Source: an optimization exercise on an open RTL-to-GDS flow (aim: small area, a short achievable clock period and few clock cycles). Production flows keep margins and buffers that such runs may drop. RTL that was checked went through simulation tests only; none was proved equivalent to the original. For runs 1 to 4, only the layout was checked, not whether the RTL still works. Power is estimated from default activity; no workload was simulated.

==> design/flow/run.sh <==
#!/bin/bash
# synth_recipe.tcl (not shown) runs the flow's synth.tcl, then flattens the netlist and writes it again
# the make line also repeats each setting of config.mk as NAME=value (left out here)
make -C /OpenROAD-flow-scripts/flow DESIGN_CONFIG=/design/flow/config.mk WORK_HOME=/design/flow/orfs CLKGATE_MAP_FILE= SYNTH_SCRIPT=/design/flow/synth_recipe.tcl finish
==> design/flow/config.mk <==
export PLATFORM = sky130hd
export DESIGN_NAME = maze
export DESIGN_NICKNAME = maze
export VERILOG_FILES = /design/flow/design.v
export SDC_FILE = /design/flow/constraint.sdc
export NUM_CORES = 4
export LEC_CHECK = 0
export ABC_AREA = 1
export CAP_MARGIN = 20
export CORE_MARGIN = 2
export CORE_UTILIZATION = 55
export CTS_BUF_LIST = sky130_fd_sc_hd__clkbuf_4 sky130_fd_sc_hd__clkbuf_8
export CTS_CLUSTER_DIAMETER = 80
export CTS_CLUSTER_SIZE = 30
export PLACE_DENSITY = 0.75
export SETUP_SLACK_MARGIN = 1.35
export SLEW_MARGIN = 20
==> design/flow/constraint.sdc <==
create_clock -name core_clock -period 3.7 [get_ports {clk}]
set_input_delay 0.7400 -clock core_clock [delete_from_list [all_inputs] [get_ports {clk}]]
set_output_delay 0.7400 -clock core_clock [all_outputs]
set_load 0.01 [all_outputs]
==> design/flow/design.v <==
module maze(clk, reset, start_i, row_i, action_o, coord_o);
    input clk, reset, start_i;
    input [15:0] row_i;
    output reg [1:0] action_o;
    output [5:0] coord_o;
    localparam [1:0] A_IDLE = 2'b00, A_IN = 2'b01, A_CAL = 2'b10, A_OUT = 2'b11;
    reg [63:0] s1, s0;
    reg [8:0]  ph;      
    reg        ld;      
    reg        ef;      
    reg        bon;     
    reg [1:0]  T;       
    reg [1:0]  dm;      
    reg        tgt;     
    reg [7:0]  cpos, rpos;
    wire load = ld | ph[7];
    wire walk = (action_o == A_OUT);
    wire [7:0] in1, in0, isst;
    genvar g;
    generate for (g = 0; g < 8; g = g + 1) begin : col
        assign in1[g]  =  row_i[15-2*g] &  row_i[14-2*g];
        assign in0[g]  = ~row_i[15-2*g] &  row_i[14-2*g];
        assign isst[g] =  row_i[15-2*g] & ~row_i[14-2*g];
    end endgenerate
    wire       found = load & |isst;
    wire       last  = ph[7];    
    wire [7:0] ldr   = {1'b0, ph[6:0] | {ph[5:0], 1'b0}};
    reg [63:0] x1, x0;
    integer k;
    always @* begin
        x1 = s1;
        x0 = s0;
        for (k = 7; k < 64; k = k + 8) begin
            x1[k] = last ? in1[k >> 3] : s1[k];
            x0[k] = last ? in0[k >> 3] : s0[k];
        end
    end
    wire [63:0] ROW0 = 64'h0101010101010101;
    wire [63:0] ROW7 = 64'h8080808080808080;
    wire [63:0] nb  = ((x1 >> 1) & ~ROW7) | ((x1 << 1) & ~ROW0) | (x1 >> 8) | (x1 << 8);
    wire        en  = ~ld | bon;
    wire [63:0] nw  = nb & ~x1 & ~x0 & {64{en}};
    wire        lab = T[1] ^ T[0];       
    always @(posedge clk) begin
        for (k = 0; k < 64; k = k + 1) begin
            if (ldr[k & 7] & ((k & 7) != 7)) begin
                s1[k] <= in1[k >> 3];
                s0[k] <= in0[k >> 3];
            end else begin
                s1[k] <= x1[k] | nw[k];
                s0[k] <= x0[k] | (nw[k] & lab);
            end
        end
    end
    reg  [7:0] c1, c0, r1, r0;    
    integer a, b;
    always @* begin
        for (a = 0; a < 8; a = a + 1) begin
            c1[a] = 1'b0; c0[a] = 1'b0;
            r1[a] = 1'b0; r0[a] = 1'b0;
            for (b = 0; b < 8; b = b + 1) begin
                c1[a] = c1[a] | (cpos[b] & s1[b*8+a]);
                c0[a] = c0[a] | (cpos[b] & s0[b*8+a]);
                r1[a] = r1[a] | (rpos[b] & s1[a*8+b]);
                r0[a] = r0[a] | (rpos[b] & s0[a*8+b]);
            end
        end
    end
    wire [7:0] cv = c1 & ~(c0 ^ {8{tgt}});
    wire [7:0] rv = r1 & ~(r0 ^ {8{tgt}});
    wire up    = |(rpos[7:1] & cv[6:0]);
    wire down  = |(rpos[6:0] & cv[7:1]);
    wire left  = |(cpos[7:1] & rv[6:0]);
    wire right = |(cpos[6:0] & rv[7:1]);
    wire reach = up | down | left | right;
    wire sv = |(rpos & c1);
    wire ls = |(rpos & c0);
    function [2:0] enc(input [7:0] x);
        enc = {|x[7:4], x[2] | x[3] | x[6] | x[7], x[1] | x[3] | x[5] | x[7]};
    endfunction
    wire [2:0] cc = enc(cpos);
    wire [2:0] cr = enc(rpos);
    assign coord_o = {cc, cr};
    wire mu = walk & up;
    wire md = walk & ~up & down;
    wire mv = walk & ~(up | down);           
    wire ml = mv & left;
    wire mr = mv & ~left;
    wire hold = ~found & ~walk;
    wire pd = cc[0] ^ cr[0] ^ row_i[4] ^ row_i[0];    
    wire w8 = ph[8];
    always @(posedge clk) begin
        rpos <= ({8{found}} & ph[7:0]) | ({8{hold | mv}} & rpos)
              | ({8{mu}} & (rpos >> 1)) | ({8{md}} & (rpos << 1));
        cpos <= ({8{found}} & isst) | ({8{hold | mu | md}} & cpos)
              | ({8{ml}} & (cpos >> 1)) | ({8{mr}} & (cpos << 1));
    end
    always @(posedge clk) begin
        if (en) T <= T + 2'd1;
        else    T <= 2'd0;
        if (walk)            dm <= dm - 2'd1;
        else if (w8 & sv)    dm <= {ls, pd};
        else                 dm <= T + 2'd1;
        if (walk)               tgt <= ~dm[1];
        else if (w8 & sv)       tgt <= ~(ls ^ pd);
        else if (reach & ~load) tgt <= tgt;
        else                    tgt <= en & lab;
    end
    always @(posedge clk) begin
        case (action_o)
            A_IDLE:  begin ph <= {8'd0, start_i}; ld <= start_i; ef <= 1'b0; bon <= 1'b0; end
            A_IN:    begin ph <= ph << 1;         ld <= ld & ~ph[6]; ef <= ef | (load & |in1); bon <= ef; end
            default: begin ph <= 9'd0;            ld <= 1'b0; end
        endcase
    end
    always @(posedge clk or posedge reset) begin
        if (reset) begin
            action_o <= A_IDLE;
        end else begin
            case (action_o)
                A_IDLE: if (start_i) action_o <= A_IN;
                A_IN:   if (w8) action_o <= (sv | reach) ? A_OUT : A_CAL;
                A_CAL: if (reach) action_o <= A_OUT;
                A_OUT: if (!reach) action_o <= A_IDLE;    
            endcase
        end
    end
endmodule
==> results of run 1 <==
## sequential cells by signal (all words and copies together) (netlist names)
signal	cells
dm	2
ef	1
bon	1
rpos	8
cpos	8
T	2
ld	1
tgt	1
s1	64
action_o	2
s0	64
ph	9
## cell type report
class / count / share of cell area (%)
sequential: 163 / 30.3
clock inverter: 15 / 1.55
timing repair buffer: 74 / 6.64
clock buffer: 17 / 2.12
inverter: 85 / 2.96
multi-input combinational: 1243 / 53.8
tap: 225 / 2.55
## cells by family after synthesis
logic type	count (synthesis)	share of synthesized area, %
AOI/OAI and AO/OA	252	14.2
xor gates and xnor gates	5	0.449
adders and majority gates	4	0.513
buffers and inverters	181	7.95
DFF	163	33.8
and+or+nand+nor	981	43.0
## synth_stat cells, types with 2 or more instances
| cell type | n |
|---|---|
| dfrtp_1 | 2 |
| nand4_1 | 55 |
| xnor2_1 | 3 |
| o31ai_1 | 3 |
| nand3_1 | 47 |
| nor4_1 | 67 |
| inv_2 | 3 |
| a31oi_1 | 20 |
| or2_2 | 8 |
| clkbuf_1 | 65 |
| o211ai_1 | 9 |
| nand2_1 | 566 |
| inv_1 | 80 |
| ha_1 | 4 |
| o21ai_1 | 8 |
| buf_2 | 20 |
| edfxtp_1 | 3 |
| a21oi_1 | 57 |
| nor2_1 | 163 |
| a22oi_1 | 3 |
| a2111oi_0 | 6 |
| o21ai_0 | 137 |
| dfxtp_1 | 158 |
| nand2_2 | 3 |
| a211oi_1 | 2 |
| nor3_1 | 60 |
| buf_6 | 9 |
| nor2_2 | 6 |
| clkinv_1 | 2 |
| nor2_4 | 2 |
| xor2_1 | 2 |
| a22o_1 | 3 |
## per-layer routing
| metal | track usage [%] | vias up | part of all wire [%] |
|---|---|---|---|
| li1 | - | 5299 | - |
| met1 | 57.2 | 5340 | 38 |
| met2 | 64.0 | 910 | 43 |
| met3 | 9.60 | 204 | 13 |
| met4 | 23.8 | 0 | 6.2 |
| met5 | 0 | - | 0 |
## path summary, 6_finish.rpt
check	start	end	slack, ns	cells past startpoint
setup / recovery	cpos[5]	cpos[3]	1.29	15
hold / removal	reset	action_o[1]	0.39	2
setup reg to reg	cpos[5]	cpos[3]	1.29	15
hold reg to reg	dm[0]	dm[0]	0.47	1
max in group asynchronous	reset	action_o[0]	3.21	2
min in group core_clock	dm[0]	dm[0]	0.47	1
## worst max-delay path, cell delays in order, from the launching register on
cell      delay (ns)
dfxtp_4         0.39
buf_6           0.16
nand2_1         0.06
nand2_1         0.06
nor2_2          0.23
nand3_1         0.15
nand4_1         0.13
nand2_2         0.08
nor2_4          0.13
nand2_2         0.10
nor2_4          0.20
buf_12          0.14
buf_4           0.11
nand2_4         0.07
o211ai_1        0.11
nand4_1         0.14
## power breakdown
part           switching (W)  total [W]  internal, W
Clock               0.000774    0.00139     0.000619
Combinational        0.00320    0.00489      0.00169
Sequential           0.00131    0.00388      0.00258
## through the flow
| stage | util (%) | instances | hold WS (ns) | setup slack [ns] | cell area (sq um) |
|---|---|---|---|---|---|
| finish | 63.9 | 1822 | 0.388 | 1.29 | 11100 |
| global route | 63.9 | 1822 | 0.418 | 1.27 | 11100 |
| CTS | 61.6 | 1811 | 0.385 | 1.35 | 10700 |
| detailed placement | 58.0 | 1764 | 0.455 | 0.736 | 10000 |
| global placement | 58.0 | 1764 | 0.444 | 0.781 | 10000 |
| floorplan | - | 1586 | 0.426 | 1.74 | 9760 |
## repair_timing
action | in CTS | in global routing
resized for setup | 45 | 85
pin swaps | 1 | 36
cloned | 0 | 1
endpoints found under the setup margin | 28 | 27
hold buffers | 0 | 0
buffers inserted | 15 | 10
==> summary.md, run 1 <==
| Metric | Value |
|---|---|
| Power Dens Cells | a little over 900 mW/mm^2 |
| Diodes inserted | 0 |
| Die ar. | between 0.015 and 0.02 sq mm |
| Min Tclk post-route | around 2.4 ns |
| Multi-input logic area | between 0.005 and 0.006 sq mm |
| Final #Nets | approximately 1600 |
| DRC | 0 |
| H-tree level count | 4 |
| Worst hold path class | primary input to asynchronous set/reset pin |
| Num CTS Buffers | 17 |
| CTS tree | built |
| Post-route ant nets | 0 |
| CTS Buffer Depth | 2 |
| DR iter-0 viols | ~1900 |
| Syn Area/Cell | between 6 and 7 sq um |
| Mapped Cells | approximately 1600 |
| Clock slew at reported path FFs | roughly 0.10 ns |
| CP Capture Type | flop |
| Total grt overflow | 0 |
| CP arrival | 2.78 ns |
| Maximum Capacitance Violations | 0 |
| Most frequent cells in the layout | 551 x nand2_1, 144 x dfxtp_1, 138 x nor2_1, 135 x o21ai_0, 79 x inv_1 |
| Area share of the largest cell type after synthesis | 32.4% |
| Static leakage | 4.90 nW |
| Vias | 11753 |
| EDFF count, synth | 3 |
| Clk sinks | between 150 and 200 |
| Area delta synth->final | 13.3% |
| Placed wire-length estimate | 27.5 mm |
| Peak VDD IR | a little under 0.6 mV |
| Syn. warnings | 1 |
| Skew final | between 0.015 and 0.02 ns |
| Fmax | about 0.41 GHz |
| Die X | between 100 and 150 microns |
| Post-synthesis sequential area ratio | ~34% |
| Clock latency (worst-skew pair) | around 0.50 ns |
| Root Driver | clkbuf_8 |
| RSZ-0062 raised after global routing | yes |
| Share of cells above drive strength 1 | about 11% |
| Final Slew Violations | 0 |
| Mapped Area | 0.00976 sq mm |
| Vias in the first global route | just over 10000 |
| Top cells by area, synth | dfxtp_1 32%, nand2_1 22%, o21ai_0 7.0% |
| Post-synth net total | between 1500 and 2000 |
| Status | no timing/DRC/antenna violations |
| Yosys top cell by area | dfxtp_1 |
| IO Pins | 27 |
| Worst slew pin tran | between 1 and 1.5 ns |
| Setup TNS | 0 ns |
| Commonest non-fill, non-tap cell in the layout | nand2_1 |
| Post-synth cell types | 42 |
| Fin crit share | 65.3% |
| Reg area | approximately 0.0034 sq mm |
| Starting Density | between 50% and 60% |
| Synth Register Bits | 163 |
| # rows | 48 |
| Die height | 137 microns |
| DRT Wirelength | just over 40 mm |
| Largest net degree at the start of global routing | 52 |
| Drt wl/cell | between 20 and 25 microns |
| Crit start category | flop |
| CP Class | flop to flop |
| Synth Flop Type | dfxtp_1 |
| PortBufs | 26 |
| Fill count | 1647 |
| Async SR Flop Fraction | 1.23% |
| Initial antenna violation count | 0 |
| Vias per cell | 6.45 |
| Detailed-router iteration count before antenna repair | 8 |
| Worst endpoint required time | 4.06 ns |
| First-pass GRT wire length | 59.9 mm |
| Gpl congestion | 0.999 |
| Core Footprint | approximately 0.017 sq mm |
| Final setup violation count | 0 |
| Final Hold Vio Count | 0 |
| Max_slew headroom | about a quarter |
| All-Layer GR Usage | a little over two fifths |
| Design Power | between 0.01 and 0.015 W |
| CP max FO | 12 |
==> run 2, diff against run 1 <==
--- a/design/flow/design.v
+++ b/design/flow/design.v
@@ -9,6 +9,8 @@
     reg        ld;      
     reg        ef;      
     reg        bon;     
+    reg        sk;      
+    reg        pf;      
     reg [1:0]  T;       
     reg [1:0]  dm;      
     reg        tgt;     
@@ -24,7 +26,7 @@
     end endgenerate
     wire       found = load & |isst;
     wire       last  = ph[7];    
-    wire [7:0] ldr   = {1'b0, ph[6:0] | {ph[5:0], 1'b0}};
+    wire [7:0] ldr   = ph[7:0] | {ph[6:0], 1'b0};
     reg [63:0] x1, x0;
     integer k;
     always @* begin
@@ -43,7 +45,7 @@
     wire        lab = T[1] ^ T[0];       
     always @(posedge clk) begin
         for (k = 0; k < 64; k = k + 1) begin
-            if (ldr[k & 7] & ((k & 7) != 7)) begin
+            if (ldr[k & 7] & ~((k & 7) == 7 & last)) begin
                 s1[k] <= in1[k >> 3];
                 s0[k] <= in0[k >> 3];
             end else begin
@@ -73,8 +75,6 @@
     wire left  = |(cpos[7:1] & rv[6:0]);
     wire right = |(cpos[6:0] & rv[7:1]);
     wire reach = up | down | left | right;
-    wire sv = |(rpos & c1);
-    wire ls = |(rpos & c0);
     function [2:0] enc(input [7:0] x);
         enc = {|x[7:4], x[2] | x[3] | x[6] | x[7], x[1] | x[3] | x[5] | x[7]};
     endfunction
@@ -98,18 +98,19 @@
     always @(posedge clk) begin
         if (en) T <= T + 2'd1;
         else    T <= 2'd0;
-        if (walk)            dm <= dm - 2'd1;
-        else if (w8 & sv)    dm <= {ls, pd};
-        else                 dm <= T + 2'd1;
-        if (walk)               tgt <= ~dm[1];
-        else if (w8 & sv)       tgt <= ~(ls ^ pd);
-        else if (reach & ~load) tgt <= tgt;
-        else                    tgt <= en & lab;
+        if (walk)                          dm <= dm - 2'd1;
+        else if (pf)                       dm <= dm;
+        else if (w8 & (T == 2'd1) & pd)    dm <= 2'd1;
+        else                               dm <= T + 2'd1;
+        if (walk)                   tgt <= ~dm[1];
+        else if (pf | (reach & sk)) tgt <= tgt;
+        else                        tgt <= en & lab;
     end
     always @(posedge clk) begin
         case (action_o)
-            A_IDLE:  begin ph <= {8'd0, start_i}; ld <= start_i; ef <= 1'b0; bon <= 1'b0; end
-            A_IN:    begin ph <= ph << 1;         ld <= ld & ~ph[6]; ef <= ef | (load & |in1); bon <= ef; end
+            A_IDLE:  begin ph <= {8'd0, start_i}; ld <= start_i; ef <= 1'b0; bon <= 1'b0; sk <= 1'b0; pf <= 1'b0; end
+            A_IN:    begin ph <= ph << 1;         ld <= ld & ~ph[6]; ef <= ef | (load & |in1); bon <= ef;
+                           sk <= sk | found;      pf <= pf | (reach & sk); end
             default: begin ph <= 9'd0;            ld <= 1'b0; end
         endcase
     end
@@ -119,7 +120,7 @@
         end else begin
             case (action_o)
                 A_IDLE: if (start_i) action_o <= A_IN;
-                A_IN:   if (w8) action_o <= (sv | reach) ? A_OUT : A_CAL;
+                A_IN:   if (w8) action_o <= (pf | reach) ? A_OUT : A_CAL;
                 A_CAL: if (reach) action_o <= A_OUT;
                 A_OUT: if (!reach) action_o <= A_IDLE;    
             endcase
--- a/design/flow/config.mk
+++ b/design/flow/config.mk
@@ -13,5 +13,5 @@
 export CTS_CLUSTER_DIAMETER = 80
 export CTS_CLUSTER_SIZE = 30
 export PLACE_DENSITY = 0.75
-export SETUP_SLACK_MARGIN = 1.35
+export SETUP_SLACK_MARGIN = 1.4
 export SLEW_MARGIN = 20
==> run 2 against run 1 <==
  * Non-clock buffer count increased by 22
  * Die area increased by 2.5%
  * Register-to-register slack better by 0.15 ns
  * Via count grew 1.3%
  * Cell area increased by 2.6%
  * Worst setup slack better by 0.092 ns
  * Sequential cell count rose by 2
  * Worst hold slack improved by 0.015 ns
  * Maximum frequency is 4.0% higher
  * Critical endpoint is now s0[46]
  * Largest cell class unchanged
==> summary.md, run 2 <==
| Metric | Value |
|---|---|
| Mapped Area | 0.0100 sq mm (+2.6%) |
| Clock slew at reported path FFs | 0.09 ns (about the same) |
| Syn Area/Cell | 6.24 sq um (+1.4%) |
| Top cells by area, synth | dfxtp_1 31%, nand2_1 21%, o21ai_0 6.8% |
| CP arrival | 2.70 ns (-0.08 ns) |
| Fin util | 63.4% (-0.54 points) |
| Worst r2r dst | action_o[0] |
| Critical Path, Cell by Cell | clkdlybuf4s50_1 -> nand2_2 -> nand2_1 -> o21ai_0 -> inv_1 -> o41ai_1 -> or2_2 -> a21oi_1 |
| Largest net degree at the start of global routing | 57 (+9.6%) |
| Maximum Capacitance Violations | 0 (unchanged) |
| Vias per cell | 6.39 (-0.94%) |
| Clock latency (worst-skew pair) | 0.48 ns (-0.02 ns) |
| Final Slew Violations | 0 (unchanged) |
| Die X | 139 microns (+1.2%) |
| Die height | 139 microns (+1.2%) |
| Most common cell in the netlist | nand2_1 |
| Total grt overflow | 0 (unchanged) |
| Final #Nets | 1645 (+2.4%) |
| Static leakage | 5.07 nW (+3.4%) |
| Biggest regs | s0: 64 flops, s1: 64 flops, ph: 9 flops |
| Most frequent cells in the layout | 542 x nand2_1, 147 x nor2_1, 140 x dfxtp_1, 135 x o21ai_0, 83 x inv_1 |
| Post-synth cell types | 44 (+4.8%) |
| Multi-input logic area | 0.00596 sq mm (about the same) |
| Top post-synthesis cells by count | 556 x nand2_1, 163 x nor2_1, 156 x dfxtp_1 |
| RSZ-0062 raised after global routing | yes |
| Gpl congestion | 1.03 (+3.2%) |
| Share of cells above drive strength 1 | 12.1% (+0.85 points) |
| Fin crit share | 62.8% (-2.5 points) |
| Fin cells | 1863 (+2.3%) |
| Min Tclk post-route | 2.32 ns (-0.0921 ns) |
| Worst slew pin tran | 1.01 ns (-0.139 ns) |
| All-Layer GR Usage | 39.6% (-3.2 points) |
| DRC | 0 (unchanged) |
| Root Driver | clkbuf_8 |
| CP Class | primary input to flop |
| IO Pins | 27 (unchanged) |
| CP max stage cell | o41ai_1 |
| Area delta synth->final | 13.3% (about the same) |
| Setup TNS | 0 ns (unchanged) |
| Placed wire-length estimate | 27.0 mm (-2.0%) |
| Synth Flop Type | dfxtp_1 |
| Core Footprint | 0.0179 sq mm (+3.5%) |
| DR iter-0 viols | 1691 (-12%) |
| CTS Buffer Depth | 2 (unchanged) |
| Fmax | 0.431 GHz (+4.0%) |
| R2r setup slk | 1.44 ns (+0.15 ns) |
| DRT Wirelength | 39.5 mm (-3.3%) |
| R2R Path Start | rpos[6] |
| Drt wl/cell | 21.2 microns (-5.4%) |
| CTS tree | built |
| H-tree level count | 4 (unchanged) |
| Async SR Flop Fraction | 1.21% (-0.015 points) |
| Commonest non-fill, non-tap cell in the layout | nand2_1 |
| Starting Density | 55.9% (-0.50 points) |
| Power Dens Cells | 905 mW/mm^2 (-1.6%) |
| CTS Hold Bufs | 0 (unchanged) |
| Post-synthesis sequential area ratio | 33.8% (-0.055 points) |
| Post-route ant nets | 0 (unchanged) |
| # rows | 49 (+2.1%) |
| Dpl cells | 1793 (+1.6%) |
| CP Capture Type | flop |
| CP max FO | 9 (-3) |
| Synth Register Bits | 165 (+1.2%) |
| Worst path bufs/invs | 2 (-1) |
| Final setup violation count | 0 (unchanged) |
| Crit start category | primary input |
| Diodes inserted | 0 (unchanged) |
| Detailed-router iteration count before antenna repair | 7 (-1) |
| Vias in the first global route | 10599 (+3.4%) |
| Slowest stage delay, CP | 0.52 ns (+0.13 ns) |
| Vias | 11905 (+1.3%) |
| Worst hold path class | primary input to asynchronous set/reset pin |
| Status | no timing/DRC/antenna violations |
| PortBufs | 26 (unchanged) |
| Clk sinks | 165 (+1.2%) |
| Syn. warnings | 1 (unchanged) |
| Peak VDD IR | 0.741 mV (+25%) |
| Cells on worst reg2reg path | 16 (+1) |
| EDFF count, synth | 7 (+4) |
| First-pass GRT wire length | 59.7 mm (-0.31%) |
| Reg area | 0.00344 sq mm (+2.6%) |
| Worst endpoint required time | 4.07 ns (about the same) |
| Max_slew headroom | 32.9% (+9.3 points) |
| Area share of the largest cell type after synthesis | 31.2% (-1.2 points) |
| Skew final | 0.0150 ns (-0.00106 ns) |
| Die ar. | 0.0193 sq mm (+2.5%) |
| Crit path from | row_i[5] |
| Final Hold Vio Count | 0 (unchanged) |
| Yosys top cell by area | dfxtp_1 |
| CP top delay family | compound AO/OA/AOI/OAI gates |
| Initial antenna violation count | 0 (unchanged) |
| Fill count | 1678 (+1.9%) |
| Num CTS Buffers | 17 (unchanged) |
| Mapped Cells | 1604 (+1.1%) |
| Post-synth net total | 1628 (+1.2%) |
-- run 2: changes by cell type after synthesis, moves of 6 or more --
cell	change
a21oi_1	+12
nand2_1	-10
clkbuf_1	-8
nand4_1	-16
nor2_4	+6
nor3_1	+10
nor4_1	-9
-- run 2: kinds of logic (layout without fill, tap and decap cells) --
group           count (synthesis)  count (layout)  share of synthesized area (%)
simple gates                  970             970                           41.7
flops                         165             165                           33.8
xor+xnor                        4               4                          0.350
compound gates                273             273                           15.2
buf+inv                       187             217                           8.42
fa+ha+maj                       5               5                          0.625
-- run 2: worst max-delay path by stage --
stage / depth (start not counted) / end / slack, ns
final: 8 / s0[46] / 1.38
after global routing: 4 / coord_o[4] / 1.36
after detailed placement: 8 / s0[46] / 0.87
after CTS: 4 / coord_o[1] / 1.29
after global placement: 12 / cpos[1] / 0.96
after floorplan: 12 / rpos[0] / 1.66
-- run 2: through the flow --
step	cell area (sq um)	hold slack (ns)	total power, W	worst slack [ns]
4_1_cts	11000	0.395	0.00968	1.29
2_1_floorplan	10000	0.417	0.00656	1.66
3_3_place_gp	10300	0.444	0.00792	0.962
6_report	11300	0.403	0.0103	1.38
3_5_place_dp	10300	0.446	0.00801	0.866
5_1_grt	11300	0.405	0.0108	1.36
-- run 2: power breakdown --
part           internal (W)  switching [W]
clock network      0.000817       0.000725
registers           0.00266        0.00132
logic               0.00167        0.00309
-- run 2: final cells by class --
type	instances	share of cell area [%]
Clock buffer	19	2.19
Clock inverter	13	1.81
Inverter	89	3.02
Multi-Input combinational cell	1252	52.5
Sequential cell	165	30.3
Tap cell	229	2.53
Timing Repair Buffer	96	7.61
-- run 2: timing repair --
item / 4_1_cts / 5_1_grt
gates cloned: 0 / 1
pin swaps: 2 / 32
buffers inserted: 27 / 10
setup endpoints to repair: 29 / 84
gates resized for setup: 40 / 63
endpoints found under the hold margin: 0 / 0
-- run 2: per-layer routing --
metal | share of wire [%] | vias to the layer above | wire (microns) | global-route usage [%]
li1 | - | 5392 | - | -
met1 | 38 | 5386 | 15000 | 53.7
met2 | 42 | 937 | 16600 | 58.8
met3 | 14 | 190 | 5560 | 9.77
met4 | 5.9 | 0 | 2330 | 20.2
met5 | 0 | - | 0 | 0
==> run 3, diff against run 2 <==
--- a/design/flow/config.mk
+++ b/design/flow/config.mk
@@ -13,5 +13,5 @@
 export CTS_CLUSTER_DIAMETER = 80
 export CTS_CLUSTER_SIZE = 30
 export PLACE_DENSITY = 0.75
-export SETUP_SLACK_MARGIN = 1.4
+export SETUP_SLACK_MARGIN = 1.3
 export SLEW_MARGIN = 20
==> run 3 against run 2 <==
  * Sequential power barely moved
  * Utilization fell by 1.5 points
  * Cell area fell by 2.4%
  * First-iteration DRC count fell by 0.24%
  * Highest routed layer unchanged
  * Clock-buffer cell count did not move
==> summary.md, run 3 <==
| Metric | Value |
|---|---|
| First-pass GRT wire length | 59.6 mm (-0.16%) |
| Synth Flop Type | dfxtp_1 |
| Placed wire-length estimate | 27.0 mm (unchanged) |
| DR iter-0 viols | 1687 (-0.24%) |
| Global Route met3 Usage | 10.6% (+0.83 points) |
| Dpl cells | 1793 (unchanged) |
| Worst endpoint required time | 3.89 ns (-0.18 ns) |
| Starting Density | 55.9% (unchanged) |
| Vias in the first global route | 10554 (-0.42%) |
| Dpl ws | 0.866 ns (unchanged) |
| Num CTS Buffers | 17 (unchanged) |
| Area share of the largest cell type after synthesis | 31.2% (unchanged) |
| Vias | 11824 (-0.68%) |
| Worst hold path class | primary input to asynchronous set/reset pin |
| Area delta synth->final | 10.6% |
| Critical Path, Cell by Cell | buf_4 -> nand2_1 -> nand2_1 -> nor2_2 -> nand3_1 -> nand4_1 -> nand2_1 -> nor2_4 -> nand2_2 -> nor2_4 -> nand2_1 -> o21ai_0 |
| Synth Area in XOR/XNOR | 0.350% (unchanged) |
| Synth Register Bits | 165 (unchanged) |
| Combinational family with the most area after synthesis | simple AND/OR/NAND/NOR gates |
| Die ar. | 0.0193 sq mm (unchanged) |
| Slowest stage delay, CP | 0.38 ns (-0.14 ns) |
| Clock slew at reported path FFs | 0.09 ns (about the same) |
| Clock latency (worst-skew pair) | 0.48 ns (about the same) |
| DRC | 0 (unchanged) |
| Final Hold Vio Count | 0 (unchanged) |
| Syn Area/Cell | 6.24 sq um (unchanged) |
| M1 GR Usage | 53.8% (+0.075 points) |
| Syn. warnings | 1 (unchanged) |
| Commonest non-fill, non-tap cell in the layout | nand2_1 |
| EDFF count, synth | 7 (unchanged) |
| Core Footprint | 0.0179 sq mm (unchanged) |
| PortBufs | 26 (unchanged) |
| Final Slew Violations | 0 (unchanged) |
| Fin crit share | 64.4% (+1.6 points) |
| Fin worst setup slack | 1.32 ns (-0.0601 ns) |
| Biggest regs | s0: 64 flops, s1: 64 flops, ph: 9 flops |
| CTS tree | built |
| Post-route ant nets | 0 (unchanged) |
| Maximum Capacitance Violations | 0 (unchanged) |
| H-tree level count | 4 (unchanged) |
| CP arrival | 2.57 ns (-0.13 ns) |
| Final #Nets | 1632 (-0.79%) |
| Share of cells above drive strength 1 | 9.87% (-2.2 points) |
| Drt wl/cell | 20.9 microns (-1.2%) |
| Peak VDD IR | 0.563 mV (-24%) |
| Mapped Area | 0.0100 sq mm (unchanged) |
| CP max stage cell | dfxtp_4 |
| Max_slew headroom | 34.7% (+1.8 points) |
| Root Driver | clkbuf_8 |
| Yosys top cell by area | dfxtp_1 |
| M2 GR Usage | 58.3% (-0.49 points) |
| Post-synth cell types | 44 (unchanged) |
| Most frequent cells in the layout | 552 x nand2_1, 156 x nor2_1, 140 x dfxtp_1, 137 x o21ai_0, 83 x inv_1 |
| Mux contribution to synthesized area | 0% (unchanged) |
| Final setup violation count | 0 (unchanged) |
| CP Class | flop to flop |
| # rows | 49 (unchanged) |
| Top post-synthesis cells by count | 556 x nand2_1, 163 x nor2_1, 156 x dfxtp_1 |
| Fmax | 0.420 GHz (-2.5%) |
| Power Dens Cells | 902 mW/mm^2 (-0.41%) |
| Static leakage | 4.98 nW (-1.8%) |
| Largest net degree at the start of global routing | 57 (unchanged) |
| Post-synthesis sequential area ratio | 33.8% (unchanged) |
| All-Layer GR Usage | 39.5% (-0.11 points) |
| Crit start category | flop |
| Skew final | 0.0111 ns (-0.00394 ns) |
| Clk sinks | 165 (unchanged) |
| Post-Synth Adder-Cell Area | 0.625% (unchanged) |
| Worst slew pin tran | 0.976 ns (-0.0292 ns) |
| CP max FO | 17 (+8) |
| Simple-gate share of the synthesized area | 41.7% (unchanged) |
| Detailed-router iteration count before antenna repair | 7 (unchanged) |
| Status | no timing/DRC/antenna violations |
| Vias per cell | 6.39 (about the same) |
| Min Tclk post-route | 2.38 ns (+0.0601 ns) |
| CP dominant cell by count | nand2_1 |
| Die X | 139 microns (unchanged) |
| CTS Buffer Depth | 2 (unchanged) |
| Die height | 139 microns (unchanged) |
| Compound-Gate Fraction of Synth Area | 15.2% (unchanged) |
| Most crowded layer after global routing | met2 |
| Diodes inserted | 0 (unchanged) |
| RSZ-0062 raised after global routing | yes |
| Total grt overflow | 0 (unchanged) |
| Initial antenna violation count | 0 (unchanged) |
| Gpl congestion | 1.03 (unchanged) |
| IO Pins | 27 (unchanged) |
| Top cells by area, synth | dfxtp_1 31%, nand2_1 21%, o21ai_0 6.8% |
| Fin cells | 1850 (-0.70%) |
| Async SR Flop Fraction | 1.21% (unchanged) |
| Setup TNS | 0 ns (unchanged) |
| Most common cell in the netlist | nand2_1 |
| CP Capture Type | flop |
| DRT Wirelength | 38.7 mm (-1.9%) |
| Post-synth net total | 1628 (unchanged) |
| Mapped Cells | 1604 (unchanged) |
## run 3: metrics by stage
step | hold WS (ns) | total power, W | instance area [sq um] | utilization (%)
floorplan | 0.417 | 0.00656 | 10000 | -
global placement | 0.444 | 0.00792 | 10300 | 57.5
detailed placement | 0.446 | 0.00801 | 10300 | 57.5
CTS | 0.395 | 0.00964 | 11000 | 61.3
global route | 0.404 | 0.0105 | 11100 | 61.9
finish | 0.401 | 0.00999 | 11100 | 61.9
## run 3: power by group
group          internal (W)  switching, W
Sequential          0.00266       0.00132
Combinational       0.00152       0.00296
Clock              0.000817      0.000723
Total               0.00499       0.00500
## run 3: critical path, delay by kind of cell, from the launching register on
kind	cells	cell delay [ns]
buffers and inverters	1	0.22
AOI/OAI and AO/OA	1	0.17
DFF	1	0.38
and+or+nand+nor	10	1.31
## run 3: routing by layer
metal | wire [microns] | vias to the layer above
li1 | - | 5368
met1 | 15000 | 5383
met2 | 16400 | 892
met3 | 5230 | 181
met4 | 2040 | 0
met5 | 0 | -
## run 3: cell families after synthesis
group           Yosys count
xor+xnor                  4
buf+inv                 187
simple gates            970
compound gates          273
fa+ha+maj                 5
flops                   165
## run 3: timing repair
action / CTS / global route
setup buffers: 22 / 3
gates resized for setup: 33 / 23
setup endpoints to repair: 26 / 81
pin swaps: 0 / 1
hold buffers: 0 / 0
## run 3: final cells by class
cell class	count	area (sq um)
clock buffer	19	249
clock inverter	13	205
multi-input combinational	1252	5850
tap	229	287
fill	1714	6830
sequential	165	3440
inverter	89	340
timing repair buffer	83	704
## run 3: worst paths after layout
| check | from | endpoint | slack, ns | cells past startpoint |
|---|---|---|---|---|
| max | cpos[1] | tgt | 1.32 | 12 |
| min | reset | action_o[1] | 0.40 | 2 |
| max reg2reg | cpos[1] | tgt | 1.32 | 12 |
| min reg2reg | T[0] | T[0] | 0.46 | 1 |
| max in group asynchronous | reset | action_o[0] | 3.19 | 2 |
| min in group core_clock | T[0] | T[0] | 0.46 | 1 |
==> run 4, diff against run 3 <==
--- a/design/flow/config.mk
+++ b/design/flow/config.mk
@@ -8,10 +8,9 @@
 export ABC_AREA = 1
 export CAP_MARGIN = 20
 export CORE_MARGIN = 2
-export CORE_UTILIZATION = 55
+export CORE_UTILIZATION = 40
 export CTS_BUF_LIST = sky130_fd_sc_hd__clkbuf_4 sky130_fd_sc_hd__clkbuf_8
 export CTS_CLUSTER_DIAMETER = 80
 export CTS_CLUSTER_SIZE = 30
-export PLACE_DENSITY = 0.75
-export SETUP_SLACK_MARGIN = 1.3
+export SETUP_SLACK_MARGIN = 1.4
 export SLEW_MARGIN = 20
==> run 4 against run 3 <==
  * Largest cell class unchanged
  * Highest routed layer unchanged
  * Critical path depth up 1
  * Clock skew up 0.0046 ns
  * Sequential power about the same
  * Still clean on timing, DRC and antenna
  * Final cell count up 5.7%
  * Register-to-register slack better by 0.09 ns
  * Global-route usage down 8.3 points
==> summary.md, run 4 <==
| Metric | Value |
|---|---|
| Status | no timing/DRC/antenna violations |
| Yosys top cell by area | dfxtp_1 |
| CP Class | primary input to flop |
| Vias in the first global route | 10521 (-0.31%) |
| Reg power frac | 38.5% (-1.3 points) |
| CP top delay family | simple AND/OR/NAND/NOR gates |
| Final setup violation count | 0 (unchanged) |
| Clock network power share | 14.7% (-0.7 points) |
| Top post-synthesis cells by count | 556 x nand2_1, 163 x nor2_1, 156 x dfxtp_1 |
| Gpl congestion | 0.973 (-5.7%) |
| IO Pins | 27 (unchanged) |
| DR iter-0 viols | 1467 (-13%) |
| Detailed-router iteration count before antenna repair | 6 (-1) |
| Crit start category | primary input |
| CP max FO | 7 (-10) |
| Num CTS Buffers | 17 (unchanged) |
| PortBufs | 26 (unchanged) |
| Diodes inserted | 0 (unchanged) |
| Net load switching power | 0.00522 W (+4.4%) |
| Crit path from | row_i[12] |
| Largest net degree at the start of global routing | 56 (-1.8%) |
| Post-synth cell types | 44 (unchanged) |
| Fin crit share | 63.5% (-0.93 points) |
| Placed wire-length estimate | 29.1 mm (+7.7%) |
| Post-route ant nets | 0 (unchanged) |
| Vias per cell | 5.97 (-6.6%) |
| Final Hold Vio Count | 0 (unchanged) |
| Share of cells above drive strength 1 | 12.6% (+2.7 points) |
| Cells on worst reg2reg path | 14 (+2) |
| CP arrival | 2.76 ns (+0.19 ns) |
| CTS Buffer Depth | 2 (unchanged) |
| Sw Share | 50.4% (+0.31 points) |
| Area delta synth->final | 14.8% |
| EDFF count, synth | 7 (unchanged) |
| Peak VDD IR | 0.509 mV (-9.6%) |
| Power Dens Cells | 902 mW/mm^2 (about the same) |
| Worst path bufs/invs | 4 (+3) |
| Clock latency (worst-skew pair) | 0.48 ns (about the same) |
| Clock slew at reported path FFs | 0.10 ns (about the same) |
| R2r setup slk | 1.41 ns (+0.09 ns) |
| Drt wl/cell | 21.3 microns (+1.9%) |
| Area share of the largest cell type after synthesis | 31.2% (unchanged) |
| Area after DPL | 0.0104 sq mm (+1.3%) |
| CP Capture Type | flop |
| Mapped Area | 0.0100 sq mm (unchanged) |
| Dpl cells | 1889 (+5.4%) |
| Commonest non-fill, non-tap cell in the layout | nand2_1 |
| Maximum Capacitance Violations | 0 (unchanged) |
| Crit path to | cpos[6] |
| Final #Nets | 1643 (+0.67%) |
| Most frequent cells in the layout | 540 x nand2_1, 143 x nor2_1, 140 x dfxtp_1, 136 x o21ai_0, 83 x inv_1 |
| RSZ-0062 raised after global routing | yes |
| Critical Path, Cell by Cell | clkdlybuf4s50_1 -> inv_1 -> nand2_1 -> o2111ai_1 -> nor3_1 -> nand3_1 -> nand2_4 -> clkinvlp_4 -> nand2_2 -> nand2_4 -> o22ai_1 -> inv_1 -> nand3_1 |
| Root Driver | clkbuf_8 |
| H-tree level count | 4 (unchanged) |
| Worst r2r dst | cpos[4] |
| First-pass GRT wire length | 62.8 mm (+5.3%) |
| CP Depth | 13 (+1) |
| Die height | 162 microns (+17%) |
| Async SR Flop Fraction | 1.21% (unchanged) |
| CP max stage cell | clkdlybuf4s50_1 |
| Worst hold path class | primary input to asynchronous set/reset pin |
| Post-synthesis sequential area ratio | 33.8% (unchanged) |
| CTS tree | built |
| Skew final | 0.0157 ns (+0.00462 ns) |
| Biggest regs | s0: 64 flops, s1: 64 flops, ph: 9 flops |
| Die X | 162 microns (+17%) |
| Syn. warnings | 1 (unchanged) |
| Setup TNS | 0 ns (unchanged) |
| Fin Hold WS | 0.401 ns (+0.000702 ns) |
| Fmax | 0.426 GHz (+1.5%) |
| R2R Path Start | cpos[7] |
| Worst slew pin tran | 1.06 ns (+0.0832 ns) |
| Most common cell in the netlist | nand2_1 |
| Worst endpoint required time | 4.11 ns (+0.22 ns) |
| Slowest stage delay, CP | 0.52 ns (+0.14 ns) |
| Syn Area/Cell | 6.24 sq um (unchanged) |
| Max_slew headroom | 29.1% (-5.6 points) |
| Final Slew Violations | 0 (unchanged) |
| Initial antenna violation count | 0 (unchanged) |
| All-Layer GR Usage | 31.2% (-8.3 points) |
| Fin cells | 1956 (+5.7%) |
| Static leakage | 5.04 nW (+1.2%) |
| Total grt overflow | 0 (unchanged) |
| Final Cell Area | 0.0115 sq mm (+3.8%) |
| Mapped Cells | 1604 (unchanged) |
| Vias | 11682 (-1.2%) |
| Top cells by area, synth | dfxtp_1 31%, nand2_1 21%, o21ai_0 6.8% |
| Logic pwr share | 46.8% (+2.0 points) |
| Clk sinks | 165 (unchanged) |
| Fin util | 47.0% (-15 points) |
| Min Tclk post-route | 2.35 ns (-0.0343 ns) |
| DRT Wirelength | 41.7 mm (+7.7%) |
| Int Pwr | 0.00515 W (+3.2%) |
| Synth Register Bits | 165 (unchanged) |
| Die ar. | 0.0263 sq mm (+36%) |
| Starting Density | 40.9% (-15 points) |
| Core Footprint | 0.0245 sq mm (+37%) |
| Post-synth net total | 1628 (unchanged) |
| DRC | 0 (unchanged) |
| Synth Flop Type | dfxtp_1 |
| # rows | 57 (+16%) |
-- run 4: how the worst min path moves through the flow --
stage | start | to | slack (ns) | cells past startpoint
4_1_cts | reset | action_o[1] | 0.39 | 2
3_3_place_gp | T[0] | T[0] | 0.43 | 1
3_5_place_dp | T[0] | T[0] | 0.44 | 1
2_1_floorplan | T[0] | T[0] | 0.42 | 1
6_report | reset | action_o[1] | 0.40 | 2
5_1_grt | reset | action_o[1] | 0.39 | 2
-- run 4: area by class of cell --
type | instances | area (sq um)
Clock buffer | 21 | 264
Clock inverter | 11 | 175
Fill cell | 2556 | 13000
Inverter | 89 | 340
Multi-Input combinational cell | 1252 | 5990
Sequential cell | 165 | 3440
Tap cell | 324 | 405
Timing Repair Buffer | 94 | 876
-- run 4: worst reg2reg max path, delay by kind of cell, from the launching register on --
| family | cells | cell delay, ns |
|---|---|---|
| compound gates | 1 | 0.24 |
| flops | 1 | 0.37 |
| buf+inv | 1 | 0.18 |
| simple gates | 12 | 1.44 |
-- run 4: what timing repair did --
action	4_1_cts	5_1_grt
gates resized for setup	50	66
hold endpoints to repair	0	0
buffers inserted	23	10
cloned	0	2
hold buffers	0	0
pin swaps	2	23
endpoints found under the setup margin	27	38
-- run 4: through the flow --
| stage | total power, W | setup slack (ns) |
|---|---|---|
| CTS | 0.00985 | 1.38 |
| global route | 0.0110 | 1.29 |
| floorplan | 0.00656 | 1.66 |
| global placement | 0.00810 | 0.922 |
| detailed placement | 0.00816 | 0.834 |
| finish | 0.0104 | 1.35 |
-- run 4: power groups by stage --
| stage | logic, W | clock network, W | registers, W |
|---|---|---|---|
| floorplan | 0.00329 | 0 | 0.00326 |
| global placement | 0.00398 | 0 | 0.00411 |
| detailed placement | 0.00404 | 0 | 0.00412 |
| CTS | 0.00442 | 0.00152 | 0.00390 |
| global route | 0.00533 | 0.00160 | 0.00406 |
| finish | 0.00486 | 0.00152 | 0.00399 |
-- run 4: routing by layer --
layer	track usage, %	part of all wire [%]
met1	42.8	42
met2	48.5	44
met3	6.51	11
met4	11.6	3.9
met5	0	0
-- run 4: cells by family after synthesis --
family,count (synthesis),share of synthesized area (%)
AND/OR/NAND/NOR,970,41.7
AO/OA/AOI/OAI,273,15.2
buffers and inverters,187,8.42
flip-flops,165,33.8
adder cells (fa/ha/maj),5,0.625
XOR/XNOR,4,0.350
==> run 5, diff against run 4 <==
--- a/design/flow/design.v
+++ b/design/flow/design.v
@@ -15,7 +15,7 @@
     reg [1:0]  dm;      
     reg        tgt;     
     reg [7:0]  cpos, rpos;
-    wire load = ld | ph[7];
+    wire load = ld;
     wire walk = (action_o == A_OUT);
     wire [7:0] in1, in0, isst;
     genvar g;
@@ -25,32 +25,22 @@
         assign isst[g] =  row_i[15-2*g] & ~row_i[14-2*g];
     end endgenerate
     wire       found = load & |isst;
-    wire       last  = ph[7];    
     wire [7:0] ldr   = ph[7:0] | {ph[6:0], 1'b0};
-    reg [63:0] x1, x0;
-    integer k;
-    always @* begin
-        x1 = s1;
-        x0 = s0;
-        for (k = 7; k < 64; k = k + 8) begin
-            x1[k] = last ? in1[k >> 3] : s1[k];
-            x0[k] = last ? in0[k >> 3] : s0[k];
-        end
-    end
     wire [63:0] ROW0 = 64'h0101010101010101;
     wire [63:0] ROW7 = 64'h8080808080808080;
-    wire [63:0] nb  = ((x1 >> 1) & ~ROW7) | ((x1 << 1) & ~ROW0) | (x1 >> 8) | (x1 << 8);
+    wire [63:0] nb  = ((s1 >> 1) & ~ROW7) | ((s1 << 1) & ~ROW0) | (s1 >> 8) | (s1 << 8);
     wire        en  = ~ld | bon;
-    wire [63:0] nw  = nb & ~x1 & ~x0 & {64{en}};
+    wire [63:0] nw  = nb & ~s1 & ~s0 & {64{en}};
     wire        lab = T[1] ^ T[0];       
+    integer k;
     always @(posedge clk) begin
         for (k = 0; k < 64; k = k + 1) begin
-            if (ldr[k & 7] & ~((k & 7) == 7 & last)) begin
+            if (ldr[k & 7]) begin
                 s1[k] <= in1[k >> 3];
                 s0[k] <= in0[k >> 3];
             end else begin
-                s1[k] <= x1[k] | nw[k];
-                s0[k] <= x0[k] | (nw[k] & lab);
+                s1[k] <= s1[k] | nw[k];
+                s0[k] <= s0[k] | (nw[k] & lab);
             end
         end
     end
@@ -87,7 +77,6 @@
     wire ml = mv & left;
     wire mr = mv & ~left;
     wire hold = ~found & ~walk;
-    wire pd = cc[0] ^ cr[0] ^ row_i[4] ^ row_i[0];    
     wire w8 = ph[8];
     always @(posedge clk) begin
         rpos <= ({8{found}} & ph[7:0]) | ({8{hold | mv}} & rpos)
@@ -98,10 +87,9 @@
     always @(posedge clk) begin
         if (en) T <= T + 2'd1;
         else    T <= 2'd0;
-        if (walk)                          dm <= dm - 2'd1;
-        else if (pf)                       dm <= dm;
-        else if (w8 & (T == 2'd1) & pd)    dm <= 2'd1;
-        else                               dm <= T + 2'd1;
+        if (walk)      dm <= dm - 2'd1;
+        else if (pf)   dm <= dm;
+        else           dm <= T + 2'd1;
         if (walk)                   tgt <= ~dm[1];
         else if (pf | (reach & sk)) tgt <= tgt;
         else                        tgt <= en & lab;
@@ -109,7 +97,7 @@
     always @(posedge clk) begin
         case (action_o)
             A_IDLE:  begin ph <= {8'd0, start_i}; ld <= start_i; ef <= 1'b0; bon <= 1'b0; sk <= 1'b0; pf <= 1'b0; end
-            A_IN:    begin ph <= ph << 1;         ld <= ld & ~ph[6]; ef <= ef | (load & |in1); bon <= ef;
+            A_IN:    begin ph <= ph << 1;         ld <= ld & ~ph[7]; ef <= ef | (load & |in1); bon <= ef;
                            sk <= sk | found;      pf <= pf | (reach & sk); end
             default: begin ph <= 9'd0;            ld <= 1'b0; end
         endcase
==> run 5 against run 4 <==
  * Die area decreased by 3.0%
  * Worst hold slack got worse by 0.032 ns
  * Clock-buffer cell count decreased by 4
  * Clock skew increased by 0.0034 ns
  * Sequential cell count unchanged
  * Critical path type is now flop to output port
  * Via count decreased by 2.8%
  * Maximum frequency increased by 2.5%
  * Total power decreased by 3.7%
  * Utilization decreased by 0.86 points
  * Sequential power decreased by 2%
  * Still clean
  * Largest power group unchanged
  * Worst setup slack improved by 0.058 ns
  * Sequential share of layout area increased by 1.1 points
==> summary.md, run 5 <==
| Metric | Value |
|---|---|
| Num CTS Buffers | 17 (unchanged) |
| Mapped Cells | 1562 (-2.6%) |
| Vias in the first global route | 10245 (-2.6%) |
| Most crowded layer after global routing | met2 |
| Clock slew at reported path FFs | 0.12 ns (+0.02 ns) |
| Top post-synthesis cells by count | 550 x nand2_1, 172 x nor2_1, 156 x dfxtp_1 |
| H-tree level count | 4 (unchanged) |
| Async SR Flop Fraction | 1.21% (unchanged) |
| Die height | 160 microns (-1.5%) |
| Root Driver | clkbuf_8 |
| Most common cell in the netlist | nand2_1 |
| M2 GR Usage | 47.5% (-0.97 points) |
| Dpl cells | 1834 (-2.9%) |
| Fin worst setup slack | 1.41 ns (+0.0576 ns) |
| Crit start category | flop |
| DRT Wirelength | 40.7 mm (-2.5%) |
| Gpl congestion | 0.961 (-1.1%) |
| Core Footprint | 0.0240 sq mm (-1.7%) |
| Clk sinks | 165 (unchanged) |
| Fin cells | 1897 (-3.0%) |
| Share of cells above drive strength 1 | 11.0% (-1.6 points) |
| Top cells by area, synth | dfxtp_1 32%, nand2_1 21%, o21ai_0 7.4% |
| Final Hold Vio Count | 0 (unchanged) |
| Synth Register Bits | 165 (unchanged) |
| Final Slew Violations | 0 (unchanged) |
| RSZ-0062 raised after global routing | yes |
| Yosys top cell by area | dfxtp_1 |
| Vias per cell | 5.98 (+0.21%) |
| Max_slew headroom | 30.9% (+1.8 points) |
| CP Class | flop to output port |
| Post-synth cell types | 40 (-9.1%) |
| CP top delay family | buffers and inverters |
| Initial antenna violation count | 1 (+1) |
| Final #Nets | 1582 (-3.7%) |
| EDFF count, synth | 7 (unchanged) |
| Static leakage | 4.78 nW (-5.1%) |
| Critical Path, Cell by Cell | buf_12 -> nor2_2 -> nand2_1 -> dlygate4sd2_1 |
| Largest net degree at the start of global routing | 42 (-25%) |
| CP max FO | 3 (-4) |
| Slowest stage delay, CP | 0.38 ns (-0.14 ns) |
| Fill count | 2565 (+0.35%) |
| Min Tclk post-route | 2.29 ns (-0.0576 ns) |
| Fin crit share | 61.9% (-1.6 points) |
| Starting Density | 40.4% (-0.55 points) |
| All-Layer GR Usage | 31.1% (-0.16 points) |
| R2r setup slk | 1.44 ns (+0.03 ns) |
| R2R Path Start | rpos[4] |
| Vias | 11353 (-2.8%) |
| Worst hold path class | primary input to asynchronous set/reset pin |
| Worst r2r dst | pf |
| Clock latency (worst-skew pair) | 0.50 ns (+0.02 ns) |
| Power Dens Cells | 900 mW/mm^2 (-0.18%) |
| Worst endpoint required time | 2.96 ns (-1.15 ns) |
| Dpl ws | 0.849 ns (+0.0151 ns) |
| Final setup violation count | 0 (unchanged) |
| Worst slew pin tran | 1.03 ns (-0.0273 ns) |
| Peak VDD IR | 0.372 mV (-27%) |
| M1 GR Usage | 41.2% (-1.6 points) |
| Worst path bufs/invs | 2 (-2) |
| Area delta synth->final | 14.3% |
| CP arrival | 1.55 ns (-1.21 ns) |
| Syn Area/Cell | 6.21 sq um (-0.47%) |
| CP Capture Type | output port |
| Skew final | 0.0191 ns (+0.00342 ns) |
| CTS Buffer Depth | 2 (unchanged) |
| CP max stage cell | dfxtp_4 |
| Synth Flop Type | dfxtp_1 |
| DR iter-0 viols | 1320 (-10%) |
| Status | no timing/DRC/antenna violations |
| Cells on worst reg2reg path | 13 (-1) |
| CTS tree | built |
| Mapped Area | 0.00970 sq mm (-3.1%) |
| Maximum Capacitance Violations | 0 (unchanged) |
| Fmax | 0.437 GHz (+2.5%) |
| Post-synthesis sequential area ratio | 34.9% (+1.1 points) |
| Biggest regs | s0: 64 flops, s1: 64 flops, ph: 9 flops |
| CP Depth | 4 (-9) |
| IO Pins | 27 (unchanged) |
| # rows | 57 (unchanged) |
| Syn. warnings | 1 (unchanged) |
| Placed wire-length estimate | 26.9 mm (-7.3%) |
| Die X | 160 microns (-1.5%) |
| Die ar. | 0.0255 sq mm (-3.0%) |
| Drt wl/cell | 21.5 microns (+0.56%) |
| Most frequent cells in the layout | 542 x nand2_1, 149 x nor2_1, 143 x o21ai_0, 140 x dfxtp_1, 84 x nor4_1 |
| Detailed-router iteration count before antenna repair | 6 (unchanged) |
| Crit path from | rpos[7] |
| Post-synth net total | 1585 (-2.6%) |
| Total grt overflow | 0 (unchanged) |
| Setup TNS | 0 ns (unchanged) |
| PortBufs | 26 (unchanged) |
| Area share of the largest cell type after synthesis | 32.2% (+0.99 points) |
| Global Route met3 Usage | 6.44% (-0.070 points) |
| Fin util | 46.1% (-0.86 points) |
| Commonest non-fill, non-tap cell in the layout | nand2_1 |
| First-pass GRT wire length | 61.3 mm (-2.3%) |
| Crit path to | coord_o[2] |
| DRC | 0 (unchanged) |
| Post-route ant nets | 0 (unchanged) |
run 5: changes by cell type after synthesis, sizes merged, moves of 7 or more:
| cell | previous run | this run |
|---|---|---|
| a31oi | 24 | 5 |
| nand2 | 565 | 558 |
| nor4 | 58 | 84 |
| nor3 | 71 | 80 |
| nand3 | 49 | 37 |
| inv | 89 | 65 |
| or2 | 8 | 1 |
run 5: area by class of cell:
cell class	count	area, sq um	area share, %
Tap cell	324	405	3.66
Antenna cell	1	2.50	0.0226
Clock buffer	17	234	2.11
Inverter	66	263	2.37
Clock inverter	15	209	1.88
Multi-Input combinational cell	1230	5760	52.0
Timing Repair Buffer	79	769	6.94
Sequential cell	165	3440	31.1
run 5: cells by family after synthesis:
group	synth area share [%]
buf+inv	7.71
fa+ha+maj	0.516
flops	34.9
compound gates	13.1
xor+xnor	0.271
mux	0.103
simple gates	43.4
run 5: stage by stage:
| step | hold WS [ns] | power, W | area, sq um |
|---|---|---|---|
| 6_report | 0.370 | 0.00998 | 11100 |
| 5_1_grt | 0.360 | 0.0106 | 11100 |
| 4_1_cts | 0.361 | 0.00955 | 10800 |
| 3_5_place_dp | 0.441 | 0.00791 | 10100 |
| 3_3_place_gp | 0.443 | 0.00783 | 10100 |
| 2_1_floorplan | 0.425 | 0.00642 | 9700 |
run 5: worst min-delay path by stage:
stage	to	slack [ns]
after floorplan	T[0]	0.42
after global placement	T[0]	0.44
after detailed placement	T[0]	0.44
after CTS	action_o[1]	0.36
after global routing	action_o[1]	0.36
final	action_o[0]	0.37
run 5: per-layer routing:
| metal | wire (microns) | vias to the layer above |
|---|---|---|
| li1 | - | 5204 |
| met1 | 16900 | 5300 |
| met2 | 17600 | 698 |
| met3 | 4170 | 151 |
| met4 | 2120 | 0 |
| met5 | 0 | - |
run 5: power breakdown:
group	leakage [nW]	switching, W	internal (W)
sequential	1.41	0.00129	0.00262
clock	0.223	0.000867	0.000647
combinational	3.15	0.00300	0.00156
run 5: repair_timing:
| action | 4_1_cts | 5_1_grt |
|---|---|---|
| pin swaps | 0 | 18 |
| hold endpoints to repair | 0 | 0 |
| hold buffers | 0 | 0 |
| gates resized for setup | 42 | 72 |
| buffers inserted | 24 | 5 |
| endpoints found under the setup margin | 26 | 26 |
| gates cloned | 0 | 1 |
Testbench counts of run 5, summed over its fixed seeds: cycles 37,238.
==> run 6, diff against run 5 <==
--- a/design/flow/config.mk
+++ b/design/flow/config.mk
@@ -12,5 +12,5 @@
 export CTS_BUF_LIST = sky130_fd_sc_hd__clkbuf_4 sky130_fd_sc_hd__clkbuf_8
 export CTS_CLUSTER_DIAMETER = 80
 export CTS_CLUSTER_SIZE = 30
-export SETUP_SLACK_MARGIN = 1.4
+export SETUP_SLACK_MARGIN = 1.45
 export SLEW_MARGIN = 20
==> run 6 against run 5 <==
  * Clock power about the same
  * Combinational power increased by 6.1%
  * Largest power group unchanged
  * Sequential power about the same
  * Maximum frequency increased by 0.36%
  * Worst setup slack improved by 0.0083 ns
  * Clock skew decreased by 0.0013 ns
  * Still clean on timing, DRC and antenna
  * Clock-buffer cell count unchanged
  * Via count increased by 0.76%
  * Synthesized area unchanged
  * Total power increased by 2.9%
==> summary.md, run 6 <==
| Metric | Value |
|---|---|
| Status | no timing/DRC/antenna violations |
| Die ar. | 0.0255 sq mm (unchanged) |
| Post-synth cell types | 40 (unchanged) |
| CP arrival | 1.54 ns (about the same) |
| Mapped Cells | 1562 (unchanged) |
| Crit start category | flop |
| Power Dens Cells | 899 mW/mm^2 (-0.15%) |
| Final setup violation count | 0 (unchanged) |
| DRT Wirelength | 41.1 mm (+1.1%) |
| Setup TNS | 0 ns (unchanged) |
| CTS tree | built |
| Fmax | 0.438 GHz (+0.36%) |
| Num CTS Buffers | 17 (unchanged) |
| Clk sinks | 165 (unchanged) |
| Max_slew headroom | 28.3% (-2.6 points) |
| CP max FO | 3 (unchanged) |
| Synth Register Bits | 165 (unchanged) |
| Core Footprint | 0.0240 sq mm (unchanged) |
| Detailed-router iteration count before antenna repair | 6 (unchanged) |
| Crit path from | rpos[7] |
| Share of cells above drive strength 1 | 13.7% (+2.7 points) |
| Syn Area/Cell | 6.21 sq um (unchanged) |
| EDFF count, synth | 7 (unchanged) |
| Fin crit share | 61.7% (-0.22 points) |
| Clock slew at reported path FFs | 0.11 ns (about the same) |
| Most common cell in the netlist | nand2_1 |
| Worst slew pin tran | 1.07 ns (+0.0387 ns) |
| Cells on worst reg2reg path | 18 (+5) |
| DR iter-0 viols | 1407 (+6.6%) |
| R2r setup slk | 1.49 ns (+0.05 ns) |
| Worst hold path class | primary input to asynchronous set/reset pin |
| H-tree level count | 4 (unchanged) |
| Diodes inserted | 0 (-1) |
| Largest net degree at the start of global routing | 42 (unchanged) |
| Initial antenna violation count | 1 (unchanged) |
| # rows | 57 (unchanged) |
| Total grt overflow | 0 (unchanged) |
| Vias | 11439 (+0.76%) |
| Dpl cells | 1834 (unchanged) |
| Final Slew Violations | 0 (unchanged) |
| R2R Path Start | rpos[1] |
| Clock latency (worst-skew pair) | 0.50 ns (about the same) |
| IO Pins | 27 (unchanged) |
| Die X | 160 microns (unchanged) |
| Fin cells | 1910 (+0.69%) |
| Vias in the first global route | 10285 (+0.39%) |
| Mapped Area | 0.00970 sq mm (unchanged) |
| Drt wl/cell | 21.5 microns (+0.37%) |
| Async SR Flop Fraction | 1.21% (unchanged) |
| CP Class | flop to output port |
| Die height | 160 microns (unchanged) |
| Peak VDD IR | 0.374 mV (+0.42%) |
| Area delta synth->final | 17.8% |
| Area share of the largest cell type after synthesis | 32.2% (unchanged) |
| Worst r2r dst | action_o[1] |
| Yosys top cell by area | dfxtp_1 |
| Skew final | 0.0178 ns (-0.00130 ns) |
| PortBufs | 26 (unchanged) |
| DRC | 0 (unchanged) |
| Post-synthesis sequential area ratio | 34.9% (unchanged) |
| Biggest regs | s0: 64 flops, s1: 64 flops, ph: 9 flops |
| Commonest non-fill, non-tap cell in the layout | nand2_1 |
| Gpl congestion | 0.961 (unchanged) |
| Worst endpoint required time | 2.96 ns (about the same) |
| Final Hold Vio Count | 0 (unchanged) |
| Post-synth net total | 1585 (unchanged) |
| Final #Nets | 1596 (+0.88%) |
| Most frequent cells in the layout | 523 x nand2_1, 144 x nor2_1, 141 x o21ai_0, 140 x dfxtp_1, 84 x nor4_1 |
| Vias per cell | 5.99 (about the same) |
| Top post-synthesis cells by count | 550 x nand2_1, 172 x nor2_1, 156 x dfxtp_1 |
| Post-route ant nets | 0 (unchanged) |
| CTS Buffer Depth | 2 (unchanged) |
| Syn. warnings | 1 (unchanged) |
| First-pass GRT wire length | 61.4 mm (+0.23%) |
| Design Power | 0.0103 W (+2.9%) |
| Top cells by area, synth | dfxtp_1 32%, nand2_1 21%, o21ai_0 7.4% |
| Min Tclk post-route | 2.28 ns (-0.00829 ns) |
| Root Driver | clkbuf_8 |
| Static leakage | 4.92 nW (+2.8%) |
| Crit path to | coord_o[2] |
| Synth Flop Type | dfxtp_1 |
| Maximum Capacitance Violations | 0 (unchanged) |
| CP Capture Type | output port |
| Starting Density | 40.4% (unchanged) |
| All-Layer GR Usage | 31.1% (+0.063 points) |
| Placed wire-length estimate | 26.9 mm (unchanged) |
| RSZ-0062 raised after global routing | yes |
[run 6: cell counts after synthesis]
No cell type changed its count.
[run 6: metrics by stage]
stage	cell area [sq um]	hold slack, ns	worst slack (ns)	utilization, %
detailed placement	10100	0.441	0.849	41.9
global route	11400	0.358	1.38	47.6
finish	11400	0.366	1.42	47.6
floorplan	9700	0.425	1.67	-
CTS	10800	0.361	1.45	45.0
global placement	10100	0.443	0.888	41.9
[run 6: kinds of logic (layout without fill, tap and decap cells)]
group / after synthesis / in the layout / share of synthesized area (%)
buf+inv: 168 / 191 / 7.71
mux: 1 / 1 / 0.103
simple gates: 980 / 981 / 43.4
compound gates: 241 / 241 / 13.1
xor+xnor: 3 / 3 / 0.271
fa+ha+maj: 4 / 4 / 0.516
flops: 165 / 165 / 34.9
[run 6: area by class of cell]
cell class	count	area, sq um
clock inverter	15	209
timing repair buffer	93	991
inverter	66	278
fill	2520	12600
multi-input combinational	1230	5870
tap	324	405
clock buffer	17	234
sequential	165	3440
[run 6: repair_timing]
action | CTS | global route
setup endpoints to repair | 27 | 34
pin swaps | 1 | 33
setup buffers | 25 | 17
gates resized for setup | 49 | 129
hold buffers | 0 | 0
cloned | 0 | 2
[run 6: per-layer routing]
| metal | part of all wire (%) | wire [microns] | global-route usage [%] |
|---|---|---|---|
| met4 | 5.2 | 2140 | 16.7 |
| met5 | 0.019 | 8 | 0 |
| met3 | 9.7 | 4000 | 6.42 |
| met1 | 42 | 17100 | 41.3 |
| met2 | 43 | 17900 | 47.6 |
[run 6: worst max-delay path, cell delays in order (launching register included)]
cell and delay (ns):
dfxtp_4 0.37, buf_4 0.17, nor2_4 0.11, nand2_1 0.10, dlygate4sd2_1 0.30
[run 6: where the power goes]
group | total, W | internal [W] | switching, W
Sequential | 0.00392 | 0.00262 | 0.00130
Clock | 0.00152 | 0.000647 | 0.000869
Combinational | 0.00484 | 0.00174 | 0.00310
[run 6: how the worst min path moves through the flow]
stage / endpoint / cells after the start / slack (ns) / startpoint
2_1_floorplan: T[0] / 1 / 0.42 / T[0]
3_5_place_dp: T[0] / 1 / 0.44 / T[0]
4_1_cts: action_o[1] / 2 / 0.36 / reset
3_3_place_gp: T[0] / 1 / 0.44 / T[0]
6_report: action_o[1] / 2 / 0.37 / reset
5_1_grt: action_o[1] / 2 / 0.36 / reset
==> run 7, diff against run 6 <==
--- a/design/flow/config.mk
+++ b/design/flow/config.mk
@@ -8,9 +8,10 @@
 export ABC_AREA = 1
 export CAP_MARGIN = 20
 export CORE_MARGIN = 2
-export CORE_UTILIZATION = 40
+export CORE_UTILIZATION = 55
 export CTS_BUF_LIST = sky130_fd_sc_hd__clkbuf_4 sky130_fd_sc_hd__clkbuf_8
 export CTS_CLUSTER_DIAMETER = 80
 export CTS_CLUSTER_SIZE = 30
-export SETUP_SLACK_MARGIN = 1.45
+export PLACE_DENSITY = 0.75
+export SETUP_SLACK_MARGIN = 1.3
 export SLEW_MARGIN = 20
==> run 7 against run 6 <==
  * Still clean
  * Clock-buffer cell count is the same
  * Global-route usage grew 9.1 points
  * Combinational power shrank 11%
  * Critical endpoint is now coord_o[1]
  * Largest power group unchanged
  * Highest routed layer is now met4
==> summary.md, run 7 <==
| Metric | Value |
|---|---|
| Gpl congestion | 1.04 (+7.7%) |
| Final Slew Violations | 0 (unchanged) |
| Worst endpoint required time | 2.96 ns (about the same) |
| Fin worst setup slack | 1.34 ns (-0.0761 ns) |
| Most common cell in the netlist | nand2_1 |
| Setup TNS | 0 ns (unchanged) |
| Placed wire-length estimate | 24.4 mm (-9.4%) |
| First-pass GRT wire length | 57.2 mm (-6.9%) |
| Mapped Area | 0.00970 sq mm (unchanged) |
| Top routing layer used | met4 |
| Final setup violation count | 0 (unchanged) |
| Fin crit share | 63.7% (+2.1 points) |
| Total grt overflow | 0 (unchanged) |
| DRT Wirelength | 37.0 mm (-10%) |
| # rows | 48 (-16%) |
| CP max FO | 2 (-1) |
| Maximum Capacitance Violations | 0 (unchanged) |
| Worst r2r dst | s1[5] |
| Root Driver | clkbuf_8 |
| CTS tree | built |
| Die height | 137 microns (-14%) |
| Fin cells | 1794 (-6.1%) |
| Synth Register Bits | 165 (unchanged) |
| Num CTS Buffers | 17 (unchanged) |
| Diodes inserted | 0 (unchanged) |
| DR iter-0 viols | 1927 (+37%) |
| IO Pins | 27 (unchanged) |
| Post-synth cell types | 40 (unchanged) |
| Peak VDD IR | 0.603 mV (+61%) |
| Yosys top cell by area | dfxtp_1 |
| CP Capture Type | output port |
| Skew final | 0.0136 ns (-0.00426 ns) |
| Power Dens Cells | 892 mW/mm^2 (-0.71%) |
| Worst hold path class | primary input to asynchronous set/reset pin |
| Most frequent cells in the layout | 548 x nand2_1, 163 x nor2_1, 142 x o21ai_0, 140 x dfxtp_1, 84 x nor4_1 |
| Post-synthesis sequential area ratio | 34.9% (unchanged) |
| Met3 Wirelength | 4.98 mm (+24%) |
| Area share of the largest cell type after synthesis | 32.2% (unchanged) |
| Vias | 11396 (-0.38%) |
| Drt wl/cell | 20.6 microns (-4.3%) |
| Starting Density | 56.1% (+16 points) |
| Clk sinks | 165 (unchanged) |
| Dpl cells | 1731 (-5.6%) |
| Die ar. | 0.0187 sq mm (-27%) |
| Final Hold Vio Count | 0 (unchanged) |
| Final Cell Area | 0.0106 sq mm (-6.9%) |
| Clock latency (worst-skew pair) | 0.49 ns (about the same) |
| Syn Area/Cell | 6.21 sq um (unchanged) |
| Top cells by area, synth | dfxtp_1 32%, nand2_1 21%, o21ai_0 7.4% |
| Clock slew at reported path FFs | 0.10 ns (about the same) |
| Syn. warnings | 1 (unchanged) |
| PortBufs | 26 (unchanged) |
| Commonest non-fill, non-tap cell in the layout | nand2_1 |
| Fmax | 0.424 GHz (-3.2%) |
| All-Layer GR Usage | 40.3% (+9.1 points) |
| RSZ-0062 raised after global routing | yes |
| Status | no timing/DRC/antenna violations |
| Dpl ws | 0.879 ns (+0.0304 ns) |
| Vias per cell | 6.35 (+6.1%) |
| Post-synth net total | 1585 (unchanged) |
| Final #Nets | 1579 (-1.1%) |
| Worst slew pin tran | 0.978 ns (-0.0935 ns) |
| R2r setup slk | 1.34 ns (-0.15 ns) |
| Crit path from | rpos[6] |
| Area after DPL | 0.00990 sq mm (-1.7%) |
| Initial antenna violation count | 0 (-1) |
| Min Tclk post-route | 2.36 ns (+0.0761 ns) |
| Vias in the first global route | 10347 (+0.60%) |
| Crit start category | flop |
| CTS Buffer Depth | 2 (unchanged) |
| Post-route ant nets | 0 (unchanged) |
==> run 7: cell counts after synthesis <==
No cell type changed its count.
==> run 7: cell type report <==
type / instances / area [sq um]
clock inverter: 15 / 123
multi-input combinational: 1229 / 5640
inverter: 66 / 255
fill: 1699 / 6650
tap: 225 / 282
clock buffer: 17 / 234
timing repair buffer: 77 / 673
sequential: 165 / 3440
==> run 7: worst min-delay path by stage <==
stage,end,slack (ns)
2_1_floorplan,T[0],0.42
3_3_place_gp,T[0],0.44
3_5_place_dp,T[0],0.46
4_1_cts,action_o[1],0.39
5_1_grt,action_o[1],0.39
6_report,action_o[1],0.39
==> run 7: power breakdown <==
part | switching [W] | leakage, nW | internal (W)
clock network | 0.000776 | 0.176 | 0.000479
logic | 0.00282 | 3.10 | 0.00152
registers | 0.00129 | 1.41 | 0.00262
==> run 7: cell families after synthesis <==
group | synth area share [%]
flip-flops | 34.9
multiplexers | 0.103
AO/OA/AOI/OAI | 13.1
adder cells (fa/ha/maj) | 0.516
AND/OR/NAND/NOR | 43.4
XOR/XNOR | 0.271
buffers and inverters | 7.71
==> run 7: worst max-delay path, stage by stage, from the launching register on <==
cell             delay, ns
dfxtp_4               0.38
nor2_1                0.15
nand3_1               0.11
clkdlybuf4s50_1       0.49
==> run 7: stage by stage <==
stage | hold WS, ns | power, W | util, %
after global routing | 0.390 | 0.0101 | 61.5
after detailed placement | 0.462 | 0.00778 | 57.3
final | 0.388 | 0.00950 | 61.5
after CTS | 0.387 | 0.00914 | 60.7
after floorplan | 0.425 | 0.00642 | -
after global placement | 0.437 | 0.00769 | 57.3
==> run 7: metal layers <==
metal	GRT usage [%]	up-vias
met3	11.4	176
met5	0	-
met2	58.9	904
met4	24.6	0
met1	52.5	5113
li1	-	5203
==> run 7: repair_timing <==
action	in CTS	in global routing
pin swaps	0	3
buffers inserted	25	6
resized for setup	31	21
endpoints found under the setup margin	26	24
